This is an optimization exercise on Yosys and OpenROAD, whose aim is a short achievable clock period and few clock cycles, not a production implementation.
Function was checked by simulation only, so behaviour that the tests miss may differ from the original.
Power and IR drop assume default switching activity.

## TR
==> flow/design.v (excerpt) <==
module core(input wire I_clk,
    input wire I_reset,
    input wire I_irq_active,
    input wire MEM_ready,
    input wire[15:0] MEM_data_in,
    input wire MEM_data_ready,
    output reg O_irq_ack,
    output reg MEM_exec,
    output reg MEM_write,
    output reg[1:0] MEM_size,
    output reg[15:0] MEM_addr,
    output reg[15:0] MEM_data_out);
     localparam ADD     = 4'b0000;
    localparam SUB     = 4'b0001;
    localparam OR      = 4'b0010;
    localparam AND     = 4'b0011;
    localparam XOR     = 4'b0100;
    localparam NOT     = 4'b0101;
    localparam READ    = 4'b0110;
    localparam WRITE   = 4'b0111;
    localparam LOAD    = 4'b1000;
    localparam CMP     = 4'b1001;
    localparam SHIFT   = 4'b1010;
    localparam JMP     = 4'b1011;
    localparam JMPC    = 4'b1100;
    localparam SPECIAL = 4'b1101;
    localparam STACK   = 4'b1110;
localparam OK_FETCH = 2'd0, OK_KILL = 2'd1, OK_READ = 2'd2, OK_WRITE = 2'd3;
localparam M_RUN = 3'd0, M_DRAIN = 3'd1, M_ACK = 3'd2, M_NUM = 3'd3, M_PUSH = 3'd4, M_VEC = 3'd5;
  ...
Size: about 6,600 cells after synthesis, roughly 1,000 flip-flops, ~58 I/O pins.
clock: 7.0 ns
lec_check: 0
abc_clock_period_in_ps: 2400
cap_margin: 20
core_margin: 2
core_utilization: 40
setup_slack_margin: 4.6
slew_margin: 20
tns_end_percent: 100
run.sh (not shown) runs the stock make flow with config.mk's settings and CLKGATE_MAP_FILE= SYNTH_SCRIPT=/design/flow/synth_recipe.tcl, a recipe that flattens the netlist after the stock synthesis.
Testbench counts of TR, summed over its fixed seeds: cycles 94,731.
What MS does differently from TR at the input level:
--- a/flow/design.v
+++ b/flow/design.v
@@ -136,19 +136,19 @@
 wire [1:0] x_mask = x_dec[27:26];
 wire [1:0] msize  = x_dec[29:28];
 wire is_cmp       = x_dec[30];
 wire [3:0] dop = d_ir[15:12];
 wire dm = d_ir[8];
 wire [2:0] d_ra = d_ir[7:5], d_rb = d_ir[4:2];
 wire d_spec = dop == SPECIAL;
 reg d_uses_a, d_uses_b, d_jmpc;
-reg [7:0] d_rma, d_rmb, x_wm, x_cm;
-wire fwd_cmp = x_v && d_jmpc && |(d_rma & x_cm);
-wire hazard = x_v && ((!fwd_cmp && |(d_rma & x_wm)) || |(d_rmb & x_wm));
+wire fwd_cmp = x_v && is_cmp && x_a1 == d_ra && d_jmpc;
+wire hazard = x_v && ((d_uses_a && !fwd_cmp && ((x_wen1 && x_a1 == d_ra) || (x_wen2 && ra == d_ra))) ||
+                      (d_uses_b && ((x_wen1 && x_a1 == d_rb) || (x_wen2 && ra == d_rb))));
 wire [15:0] res = (w_sel == W_SUM) ? sum_q : (w_sel == W_LOG) ? log_q : (w_sel == W_SHF) ? shf_q :
                   (w_sel == W_CMP) ? {11'b0, cmp_q} : (w_sel == W_LD) ? ld_q : sp_q;
 reg [15:0] rA_v, rB_v;
 always @(*) begin
     rA_v = rf[16*d_ra +: 16];
     if (w_v && w_en2 && w_a2 == d_ra)
         rA_v = sp_q;
     if (w_v && w_en1 && w_a1 == d_ra) begin
@@ -321,20 +321,16 @@
         log_q <= 16'h0000;
         shf_q <= 16'h0000;
         sp_q <= 16'h0000;
         irqn <= 16'h0000;
         x_dec <= {DW{1'b0}};
         d_uses_a <= 1'b0;
         d_uses_b <= 1'b0;
         d_jmpc <= 1'b0;
-        d_rma <= 8'd0;
-        d_rmb <= 8'd0;
-        x_wm <= 8'd0;
-        x_cm <= 8'd0;
         cmp_q <= 5'd0;
         br_taken <= 1'b0;
         cin <= 1'b0;
         w_en1 <= 1'b0;
         w_en2 <= 1'b0;
         w_a1 <= 3'd0;
         w_a2 <= 3'd0;
         w_sel <= 3'd0;
@@ -445,18 +441,16 @@
         else if (irq_take)
             npc <= d_v ? d_pc : npc;
         else if (d_load)
             npc <= npc2;
         if (d_free) begin
             d_ir <= d_src;
             d_uses_a <= s_uses_a;
             d_uses_b <= s_uses_b;
-            d_rma <= s_uses_a ? (8'd1 << d_src[7:5]) : 8'd0;
-            d_rmb <= s_uses_b ? (8'd1 << d_src[4:2]) : 8'd0;
             d_jmpc <= sop == JMPC;
             d_pc <= npc;
             d_pc2 <= npc2;
         end
         if (d_load)
             d_v <= 1'b1;
         else if (d_adv || kill)
             d_v <= 1'b0;
@@ -471,18 +465,16 @@
             x_st <= 2'd1;
         end
         else if (rd_done) begin
             x_st <= 2'd2;
         end
         if (x_free) begin
             x_ir <= d_ir;
             x_dec <= d_dec;
-            x_wm <= (d_dec[17] ? (8'd1 << d_dec[22:20]) : 8'd0) | (d_dec[18] ? (8'd1 << d_ir[7:5]) : 8'd0);
-            x_cm <= d_dec[30] ? (8'd1 << d_dec[22:20]) : 8'd0;
             br_taken <= d_taken;
             x_pc <= d_pc;
             A <= rA_v;
             B <= rB_v;
             bop <= (dop == SUB) ? ~bsrc : bsrc;
             cin <= dop == SUB;
             lop <= dm ? {11'b0, d_ir[4:0]} : rB_v;
             moff <= (dop == READ) ? {{11{d_ir[4]}}, d_ir[4:0]} :
Findings:
MS vs. TR: final-layout clock buffer total went up by about 10%. Iteration count of the initial detailed-routing pass was lower in TR than in MS. MS does better than TR on die area. MS: final critical delay including setup and external delays is 0.12 ns higher than what TR reported. Cell count | MS below TR. Via count was higher in TR than in MS. Against TR, MS reports a wire length after detailed routing that is lower. Sort TR and MS by sequential power asc -> top: MS. Setup slack on MS is behind TR. MS vs. TR: maximum clock rate down about 3.8%; reported net switching power moved down. MS: flip-flop and latch count is about 2.8% lower than what TR reported. Looking only at area added between synthesis and finish, and setting everything else aside, the higher value of TR and MS goes to TR.
Testbench counts of MS, summed over its fixed seeds: cycles 94,731.

-- re-timing with driven ports --
The results above use ideal ports. As a check the final layouts listed here were re-extracted and re-timed, cells and wires unchanged.
Step 1 assumes that a clkbuf_16 drives the clock port and a buf_2 every other input.
Step 2 adds t to the input delays and takes it off the output delays; t is the mean of the earliest and latest rising clock arrival at the registers after step 1. Input paths then give back, and output paths get back, about the clock's delay inside the block.
Slacks: no drivers / after step 1 / after step 2; pairs: no drivers / after step 1.
run | t, ns | setup slack, ns | pins driven straight from the clock port
TR | 0.847 | 3.992 / 3.908 / 3.061 | 1
MS | 0.841 | 3.875 / 3.875 / 3.157 | 1
After both steps every run listed still meets setup and hold. The setup slack of TR, which loses most, moves by -0.084 ns with the drivers and by -0.931 ns with both steps.
